Source: an optimization exercise on an open RTL-to-GDS flow (aim: small area and a short achievable clock period). Production flows keep margins and buffers that such runs may drop. The RTL was checked by simulation tests, not by an equivalence proof against the original design. No activity file was given, so power comes from the tool's default toggle rates.

$ cat flow/config.mk
export PLATFORM = sky130hd
export DESIGN_NAME = rv_exu
export DESIGN_NICKNAME = rv_exu
export VERILOG_FILES = /design/flow/design.v
export SDC_FILE = /design/flow/constraint.sdc
export NUM_CORES = 4
export LEC_CHECK = 0
export CAP_MARGIN = 20
export CORE_MARGIN = 2
export CORE_UTILIZATION = 40
export SLEW_MARGIN = 20
$ cat flow/run.sh
#!/bin/bash
# synth_recipe.tcl (not shown) runs the flow's synth.tcl, then flattens the netlist and writes it again
# the make line also repeats each setting of config.mk as NAME=value (left out here)
make -C /OpenROAD-flow-scripts/flow DESIGN_CONFIG=/design/flow/config.mk WORK_HOME=/design/flow/orfs CLKGATE_MAP_FILE= SYNTH_SCRIPT=/design/flow/synth_recipe.tcl finish
$ cat flow/constraint.sdc
create_clock -name core_clock -period 24.0 [get_ports {clk}]
set_input_delay 4.8000 -clock core_clock [delete_from_list [all_inputs] [get_ports {clk}]]
set_output_delay 4.8000 -clock core_clock [all_outputs]
set_load 0.01 [all_outputs]
$ cat flow/design.v
module ALU (
    input [6:0] opcode,
    input [2:0] func3,
    input [6:0]func7,
    input [31:0] operand1,
    input [31:0] operand2,
    output reg [31:0] alu_out
);
    always @(*)
    begin
        alu_out = 32'b0;
        case (opcode)
            7'b0010011:begin
                case (func3)
                    3'b000:alu_out = operand1 + operand2;
                    3'b010:alu_out=($signed(operand1) < $signed(operand2))?32'b1:32'b0;
                    3'b011:alu_out = (operand1 < operand2)?32'b1:32'b0;
                    3'b100:alu_out = operand1 ^ operand2;
                    3'b110:alu_out = operand1 | operand2;
                    3'b111:alu_out = operand1 & operand2;
                    3'b001:alu_out = operand1 << operand2[4:0];
                    3'b101:begin
                        case (func7)
                        7'b0000000:alu_out = operand1 >> operand2[4:0];
                        7'b0100000:alu_out = $signed(operand1) >>> operand2[4:0];
                        endcase
                    end
                    default:begin  
                        alu_out=32'b0;
                    end
                endcase
            end
            7'b0110011:begin
                case (func3)
                    3'b000:begin
                        case (func7)
                            7'b0000000:alu_out = operand1 + operand2;
                            7'b0100000:alu_out = operand1 - operand2;
                        endcase
                        end
                    3'b001:alu_out = operand1 << operand2[4:0];
                    3'b010:alu_out = ($signed(operand1) < $signed(operand2))?32'b1:32'b0;
                    3'b011:alu_out = (operand1 < operand2)?32'b1:32'b0;
                    3'b100:alu_out = operand1 ^ operand2;
                    3'b101:begin
                        case (func7)
                        7'b0000000:alu_out = operand1 >> operand2[4:0];
                        7'b0100000:alu_out = $signed(operand1) >>> operand2[4:0];
                        endcase
                    end
                    3'b110:alu_out = operand1 | operand2;
                    3'b111:alu_out = operand1 & operand2;
                    default:begin  
                        alu_out=32'b0;
                    end
                endcase
            end
           7'b1100011:begin
                case(func3)
                    3'b000:alu_out=(operand1 == operand2)?1:0;
                    3'b001:alu_out=(operand1 == operand2)?0:1;
                    3'b100:alu_out=($signed(operand1) <$signed(operand2))?1:0;  
                    3'b101:alu_out=($signed(operand1) >=$signed(operand2))?1:0; 
                    3'b110:alu_out=(operand1<operand2)?1:0;  
                    3'b111:alu_out=(operand1>=operand2)?1:0;
                    default:begin  
                        alu_out=32'b0;
                    end   
                endcase
           end
            7'b0000011:begin
                case (func3)
                    3'b000:alu_out=operand1+operand2;
                    3'b001:alu_out=operand1+operand2;
                    3'b010:alu_out=operand1+operand2;
                    3'b100:alu_out=operand1+operand2;
                    3'b101:alu_out=operand1+operand2;
                    default:begin  
                        alu_out=32'b0;
                    end
                endcase
            end
            7'b0100011:begin
                case(func3)
                    3'b000:alu_out=operand1+operand2;
                    3'b001:alu_out=operand1+operand2;
                    3'b010:alu_out=operand1+operand2;
                    default:begin  
                        alu_out=32'b0;
                    end
                endcase
            end
            7'b0110111:alu_out={operand2[31:12],12'b0};
            7'b0010111:alu_out=operand1+{operand2[31:12],12'b0};
            7'b1101111:alu_out=operand1+32'd4;
            7'b1100111:alu_out=operand1+32'd4;
            default:begin  
                alu_out=32'b0;
            end
        endcase
    end
endmodule
module controller(
  input [6:0] opcode,
  input stall, 
  output reg branch,
  output reg memread,
  output reg memtoreg,
  output reg memwrite,
  output reg aluSrc,
  output reg regwrite,
  output reg [1:0] Aluop);
  always @(*)
    begin
      if (stall == 1'b1) begin
        aluSrc = 1'b0;
        memtoreg = 1'b0;
        regwrite = 1'b0;
        memread = 1'b0;
        memwrite = 1'b0;
        branch = 1'b0;
        Aluop = 2'b00;
      end else begin
        case (opcode)
          7'b0000011: begin
            aluSrc = 1'b1;
            memtoreg = 1'b1;
            regwrite = 1'b1;
            memread = 1'b1;
            memwrite = 1'b0;
            branch = 1'b0;
            Aluop = 2'b00;
          end
          7'b0100011: begin
            aluSrc = 1'b1;
            memtoreg = 1'bx;
            regwrite = 1'b0;
            memread = 1'b0;
            memwrite = 1'b1;
            branch = 1'b0;
            Aluop = 2'b00;
          end
          7'b0110011: begin
            aluSrc = 1'b0;
            memtoreg = 1'b0;
            regwrite = 1'b1;
            memread = 1'b0;
            memwrite = 1'b0;
            branch = 1'b0;
            Aluop = 2'b10;
          end
          7'b1100011: begin
            aluSrc = 1'b0;
            memtoreg = 1'bx;
            regwrite = 1'b0;
            memread = 1'b0;
            memwrite = 1'b0;
            branch = 1'b1;
            Aluop = 2'b01;
          end
          7'b0010011: begin
            aluSrc = 1'b1;
            memtoreg = 1'b0;
            regwrite = 1'b1;
            memread = 1'b0;
            memwrite = 1'b0;
            branch = 1'b0;
            Aluop = 2'b00;
          end
          default: begin
            aluSrc = 1'b0;
            memtoreg = 1'b0;
            regwrite = 1'b0;
            memread = 1'b0;
            memwrite = 1'b0;
            branch = 1'b0;
            Aluop = 2'b00;
          end
        endcase
      end
    end
endmodule
module Decoder(
  input [31:0] ir,
  output [4:0] rs1,
  output [4:0] rs2,
  output [4:0] rd,
  output [6:0] opcode,
  output [2:0] fun3,
  output [6:0] fun7
  );
	assign rs1 = ir[19:15];
	assign rs2 = ir[24:20];
	assign rd = ir[11:7];
	assign opcode = ir[6:0];
	assign fun3 = ir[14:12];
	assign fun7 = ir[31:25];
endmodule
module imm(
  input [31:0] ir,
  output [31:0] imme
  );
	assign imme = (ir[6:0] == 7'b0000011 || ir[6:0] == 7'b0010011 || ir[6:0] == 7'b1100111) ? {20'b0, ir[31:20]} :  
			   (ir[6:0] == 7'b0100011) ? {20'b0, ir[31:25], ir[11:7]} :					     
			   (ir[6:0] == 7'b1100011) ? {19'b0, ir[31], ir[7], ir[30:25], ir[11:8], 1'b0} :		     
			   (ir[6:0] == 7'b0110111 || ir[6:0] == 7'b0010111) ? {ir[31:12], 12'b0} :			     
			   (ir[6:0] == 7'b1101111) ? {11'b0, ir[31], ir[19:12], ir[20], ir[30:21], 1'b0} : 32'b0;	     
endmodule
module IFID(
    input clk,
    input rst,
    input [31:0] ir,
    input [31:0] pc_IF, 
    input flush, 
    input hazard_ifid, 
    output reg [31:0] ir_out, 
    output reg [31:0] pc_ID
  );
  always @(posedge clk) begin
      if (rst == 1'b1 || flush == 1'b1) begin
          ir_out  <= 32'b0;
          pc_ID <= 32'b0;
      end
      else if (hazard_ifid) begin
          ir_out <= ir_out;
          pc_ID <= pc_ID;
      end 
	  else begin
          ir_out <= ir;
          pc_ID <= pc_IF;
      end
    end
endmodule
module MEMWB(
  input clk,rst,
  input [31:0] mem_rdata,
  input [31:0] result_alu_in, 
  input [4:0] Rd_in,                 
  input memtoreg_in, regwrite_in ,    
  output reg [31:0] mem_rdata_out, 
  output reg [31:0] result_alu_out,
  output reg [4:0] rd,
  output reg Memtoreg, Regwrite
);
  always @(posedge clk) begin
      if (rst == 1'b1)begin
          mem_rdata_out <= 31'b0;
          result_alu_out <= 31'b0;
          rd <= 5'b0;
          Memtoreg <= 1'b0;
          Regwrite <= 1'b0;  
      end
      else begin
          mem_rdata_out <= mem_rdata;
          result_alu_out <= result_alu_in;
          rd <= Rd_in;
          Memtoreg <= memtoreg_in;
          Regwrite <= regwrite_in;
        end
    end
endmodule
module registerFile(
  input clk,
  input [4:0] rs1,
  input [4:0] rs2,
  input [4:0] rd,
  input [31:0] wdata,
  input wen,
  output reg[31:0] rdata1,
  output reg[31:0] rdata2
);
  integer i;
  reg [31:0] registers [31:0];
  always @ (*)
    begin
          rdata1 = registers[rs1];
          rdata2 = registers[rs2];
        end
  always@(negedge clk)
    begin
      if (wen == 1)
        registers[rd] = wdata;
    end
endmodule
module mux_2to1 (in_0, in_1, sel, out);
input [31:0] in_0, in_1;
input sel;
output reg [31:0] out;
	always @(in_0 or in_1 or sel) begin
		case (sel)
		1'b0:
		  out = in_0;
		1'b1:
		  out = in_1;
		endcase
	end
endmodule
module mux_3to1 (in_0, in_1 , in_2, sel, out);
    input [31:0] in_0, in_1,in_2;
    input [1:0] sel;
    output reg [31:0] out;
    always @(*)
    casex(sel)
        2'b00:
            out = in_0;
        2'b01:
            out = in_1;
        2'b10:
            out = in_2;
        default:
            out = 32'bx;
    endcase
endmodule
module mux_4to1 (in_0, in_1 , in_2 , in_3 , sel , out);
    input [31:0] in_0, in_1,in_2,in_3;
    input [1:0] sel;
    output reg [31:0] out;
    always @(*)
    casex(sel)
        2'b00:
            out = in_0;
        2'b01:
            out = in_1;
        2'b10:
            out = in_2;
		2'b11:
            out = in_3;	
    endcase
endmodule
module adder(
    input  [31:0] a,b, 
    output [31:0] sum
);
assign sum = a + b;
endmodule
module rv_exu (
  input         clk,
  input         rst,
  input  [31:0] instr,
  input  [31:0] pc,
  input         stall,
  input         flush,
  input  [31:0] dmem_rdata,
  output        dmem_re,
  output        dmem_we,
  output [31:0] dmem_addr,
  output [31:0] dmem_wdata,
  output        br_taken,
  output [31:0] br_target,
  output        wb_we,
  output [4:0]  wb_rd,
  output [31:0] wb_data
);
  wire [31:0] ir_ID, pc_ID;
  wire [4:0]  rs1, rs2, rd;
  wire [6:0]  opcode, fun7;
  wire [2:0]  fun3;
  wire [31:0] imme, rdata1, rdata2, operand2, alu_out;
  wire        branch, memread, memtoreg, memwrite, aluSrc, regwrite;
  wire [1:0]  Aluop;
  wire [31:0] mem_rdata_WB, result_WB;
  wire        memtoreg_WB;
  IFID u_ifid (
    .clk(clk), .rst(rst), .ir(instr), .pc_IF(pc), .flush(flush),
    .hazard_ifid(stall), .ir_out(ir_ID), .pc_ID(pc_ID));
  Decoder u_dec (
    .ir(ir_ID), .rs1(rs1), .rs2(rs2), .rd(rd),
    .opcode(opcode), .fun3(fun3), .fun7(fun7));
  imm u_imm (.ir(ir_ID), .imme(imme));
  controller u_ctrl (
    .opcode(opcode), .stall(stall), .branch(branch), .memread(memread),
    .memtoreg(memtoreg), .memwrite(memwrite), .aluSrc(aluSrc),
    .regwrite(regwrite), .Aluop(Aluop));
  registerFile u_rf (
    .clk(clk), .rs1(rs1), .rs2(rs2), .rd(wb_rd), .wdata(wb_data),
    .wen(wb_we), .rdata1(rdata1), .rdata2(rdata2));
  mux_2to1 u_op2 (.in_0(rdata2), .in_1(imme), .sel(aluSrc), .out(operand2));
  ALU u_alu (
    .opcode(opcode), .func3(fun3), .func7(fun7),
    .operand1(rdata1), .operand2(operand2), .alu_out(alu_out));
  adder u_btgt (.a(pc_ID), .b(imme), .sum(br_target));
  MEMWB u_memwb (
    .clk(clk), .rst(rst), .mem_rdata(dmem_rdata), .result_alu_in(alu_out),
    .Rd_in(rd), .memtoreg_in(memtoreg), .regwrite_in(regwrite),
    .mem_rdata_out(mem_rdata_WB), .result_alu_out(result_WB), .rd(wb_rd),
    .Memtoreg(memtoreg_WB), .Regwrite(wb_we));
  mux_2to1 u_wb (.in_0(result_WB), .in_1(mem_rdata_WB), .sel(memtoreg_WB), .out(wb_data));
  assign dmem_re    = memread;
  assign dmem_we    = memwrite;
  assign dmem_addr  = alu_out;
  assign dmem_wdata = rdata2;
  assign br_taken   = branch & alu_out[0];
endmodule
==> run notes <==
==> flip-flops by register name (all words and copies together) (netlist names) <==
register and cells:
u_memwb.Regwrite 1, u_ifid.ir_out 32, u_rf.registers 1024, u_memwb.mem_rdata_out 32, u_memwb.Memtoreg 1, u_memwb.rd 5, u_memwb.result_alu_out 32, u_ifid.pc_ID 32
==> kinds of logic after synthesis <==
kind of cell,synth area share
AOI/OAI and AO/OA,0.0995
and+or+nand+nor,0.0754
xor gates and xnor gates,0.0125
adders and majority gates,0.0261
muxes,0.232
DFF,0.515
buffers and inverters,0.0389
==> metal layers <==
| metal | global-route usage | share of wire | vias up |
|---|---|---|---|
| met4 | 0.207 | 0.065 | 4 |
| li1 | - | - | 21600 |
| met5 | 0 | 0.00010 | - |
| met1 | 0.387 | 0.37 | 26100 |
| met2 | 0.477 | 0.46 | 3439 |
| met3 | 0.0796 | 0.10 | 765 |
==> worst paths after layout <==
kind	start	to	slack (ps)	cells past startpoint
worst max register to register	u_rf.registers[28][18]$_DFFE_NP_	u_memwb.result_alu_out[19]$_SDFF_PP0_	5870	18
worst min register to register	u_ifid.ir_out[8]$_SDFFE_PP0N_	u_memwb.rd[1]$_SDFF_PP0_	500	1
worst max-delay path	u_rf.registers[15][8]$_DFFE_NP_	dmem_addr[22]	180	17
worst min-delay path	u_ifid.ir_out[8]$_SDFFE_PP0N_	u_memwb.rd[1]$_SDFF_PP0_	500	1
==> layout by cell type (no fill, tap or decap), types with 125 or more instances in the layout <==
cell type,instances
inv_1,1173
edfxtp_1,1024
mux2i_1,507
mux4_2,397
nor2_1,274
a21oi_1,256
nand2_1,254
clkdlybuf4s50_1,234
a22oi_1,231
o21ai_0,159
buf_4,153
clkbuf_16,141
ha_1,129
dfxtp_1,125
==> worst register-to-register path, stage by stage (launching register included) <==
cell and delay (ps):
edfxtp_1 390, mux4_2 470, mux4_2 500, mux2_2 390, and2_1 250, inv_1 100, ha_1 420, inv_1 190
nor2_1 240, nand3_1 260, nor2_1 520, nor2_1 230, xnor2_1 240, o21ai_1 80, a211o_1 410, a21oi_1 400
o211ai_1 280, a211o_1 340, nor2b_1 240
==> what timing repair did <==
action / CTS / global route
resized for setup: 0 / 6
setup endpoints to repair: 0 / 11
hold buffers: 0 / 0
endpoints found under the hold margin: 0 / 0
==> layout make-up <==
cell class / count / area [um^2] / area share
Antenna cell: 5 / 12.5 / 0.000160
Multi-Input combinational cell: 3203 / 29300 / 0.376
Inverter: 132 / 495 / 0.00635
Clock buffer: 145 / 3540 / 0.0454
Tap cell: 2160 / 2700 / 0.0346
Timing Repair Buffer: 390 / 3550 / 0.0455
Clock inverter: 1132 / 4940 / 0.0633
Sequential cell: 1159 / 33500 / 0.429
==> power groups by stage <==
stage,Sequential [W],Combinational (W),Clock [W]
after detailed placement,0.00227,0.000756,0.000252
after global routing,0.00224,0.000818,0.00308
after floorplan,0.00226,0.000467,0.000252
after global placement,0.00227,0.000758,0.000252
final,0.00224,0.000782,0.00281
after CTS,0.00224,0.000759,0.00287
==> metrics by stage <==
stage	util	instance area [um^2]	setup WS (ps)
after floorplan	-	64900	2280
after global placement	0.432	69500	869
after detailed placement	0.432	69500	921
after CTS	0.485	78000	98.4
after global routing	0.485	78100	-60.0
final	0.485	78100	183
==> run notes <==
part of the Yosys area used for sequential elements 0.515; Worst-Margin Slew about 1100 ps; max-cap violations 0; cell total after placement 7045; post-synth top area share 0.474; CTS HTree Levels 4; Mean Syn Cell Area 13.4 um^2; synthesized instance count between 4000 and 5000; worst clock skew approximately 64 ps; setup repair after global routing missed its margin yes; relative slew slack 0.249; number of distinct library cells after synthesis 102; remaining global-route overflow 0; top post-synthesis cells by area edfxtp_1, mux4_2, mux2i_1; net count of the mapped netlist 5088; post-layout instance count excluding filler cells between 8000 and 9000; routed length per instance ~31 um; clock net sink count 1159; number of antenna violations at the first check in global routing 20; clock insertion delay at the later pin of the skew report 790 ps; first-pass detailed-route iteration total 6; worst-case hold slack 499 ps; global-route wire length before repair 364 mm; hold violation total from the final report 0; placement row count between 100 and 150; total number of nets in the final design about 6300; arrival time at the worst endpoint between 15000 and 20000 ps; launching element type of the critical path flip-flop; proportion of register bits with asynchronous set or reset after synthesis 0; Synth top cells by count edfxtp_1, mux2i_1, mux4_2, nor2_1, a21oi_1; via density per instance roughly 6.2; area of the mapped netlist approximately 0.065 mm^2; power consumption approximately 0.0058 W; Std-Cell Core Area around 0.16 mm^2; delay-heaviest family, CP compound AO/OA/AOI/OAI gates; combinational power share 0.134; number of placed I/O pins roughly 240; number of max-slew violations in the final report 0; status no timing/DRC/antenna violations; cell at the root of the clock tree clkbuf_16; library cell with the largest summed area after synthesis edfxtp_1; Setup-failing EPs final 0; Most used DFF post-synth edfxtp_1; HPWL after DPL around 160 mm; sequential cell fraction of total power 0.385; ratio of cells with drive above 1 in the final layout 0.157; area added between synthesis and finish 20.2%; routability-driven placement congestion ratio 1.04; fraction of power spent switching nets 0.322; die boundary width just over 400 um; Critical Path Sink Type output port; count of vias placed by the detailed router between 50000 and 60000; die height 407 um; Syn. warnings 6; start-to-end type of the worst setup path reg2out; count of flip-flops with a built-in enable after synthesis 1024; critical path's largest stage delay 730 ps; required time reported for the critical path endpoint roughly 19000 ps; power density of the placed cells ~75 mW/mm^2; Routed WL roughly 260 mm; number of buffers and inverters on the critical path 2; part of the power in the clock network 0.482; clock transition at the register clock pins on the worst setup and hold paths after CTS roughly 60 ps; Initial Utilization 0.403; Tot GR Track Use 0.311; DRC Markers 0; worst hold path class reg2reg; DRC violation total after the first TritonRoute iteration approximately 6500; Final TNS setup 0 ps; switching power summed over all nets 0.00188 W; CTS tree yes; Fillers around 14000; count leader, synth edfxtp_1; internal cell power 0.00395 W; clock buffer count from CTS about 140; number of global-route vias before repair roughly 52000; cells along the critical path mux4_2 -> mux4_2 -> mux2_2 -> o21ai_0 -> ha_1 -> a21o_1 -> a21oi_1 -> o41ai_2 -> a31oi_1 -> nor3_1 -> buf_4 -> or2_2 -> a21oi_1 -> o22a_1 -> mux2i_1 -> or3_1 -> clkdlybuf4s50_1; antenna-violating nets left 0; number of buffers inserted by port buffering roughly 240; full die area between 0.15 and 0.2 mm^2; static leakage power approximately 30 nW; number of buffers on the longest clock path 3; total of flip-flops plus latches after synthesis approximately 1200; Max FO, Critical Path 7; CP max-delay cell a31oi_1; maximum ir drop on the vdd rail between 0.00007 and 0.00008 V; largest net degree at the start of global routing between 100 and 150; Setup Fix Bufs, Post-CTS 0
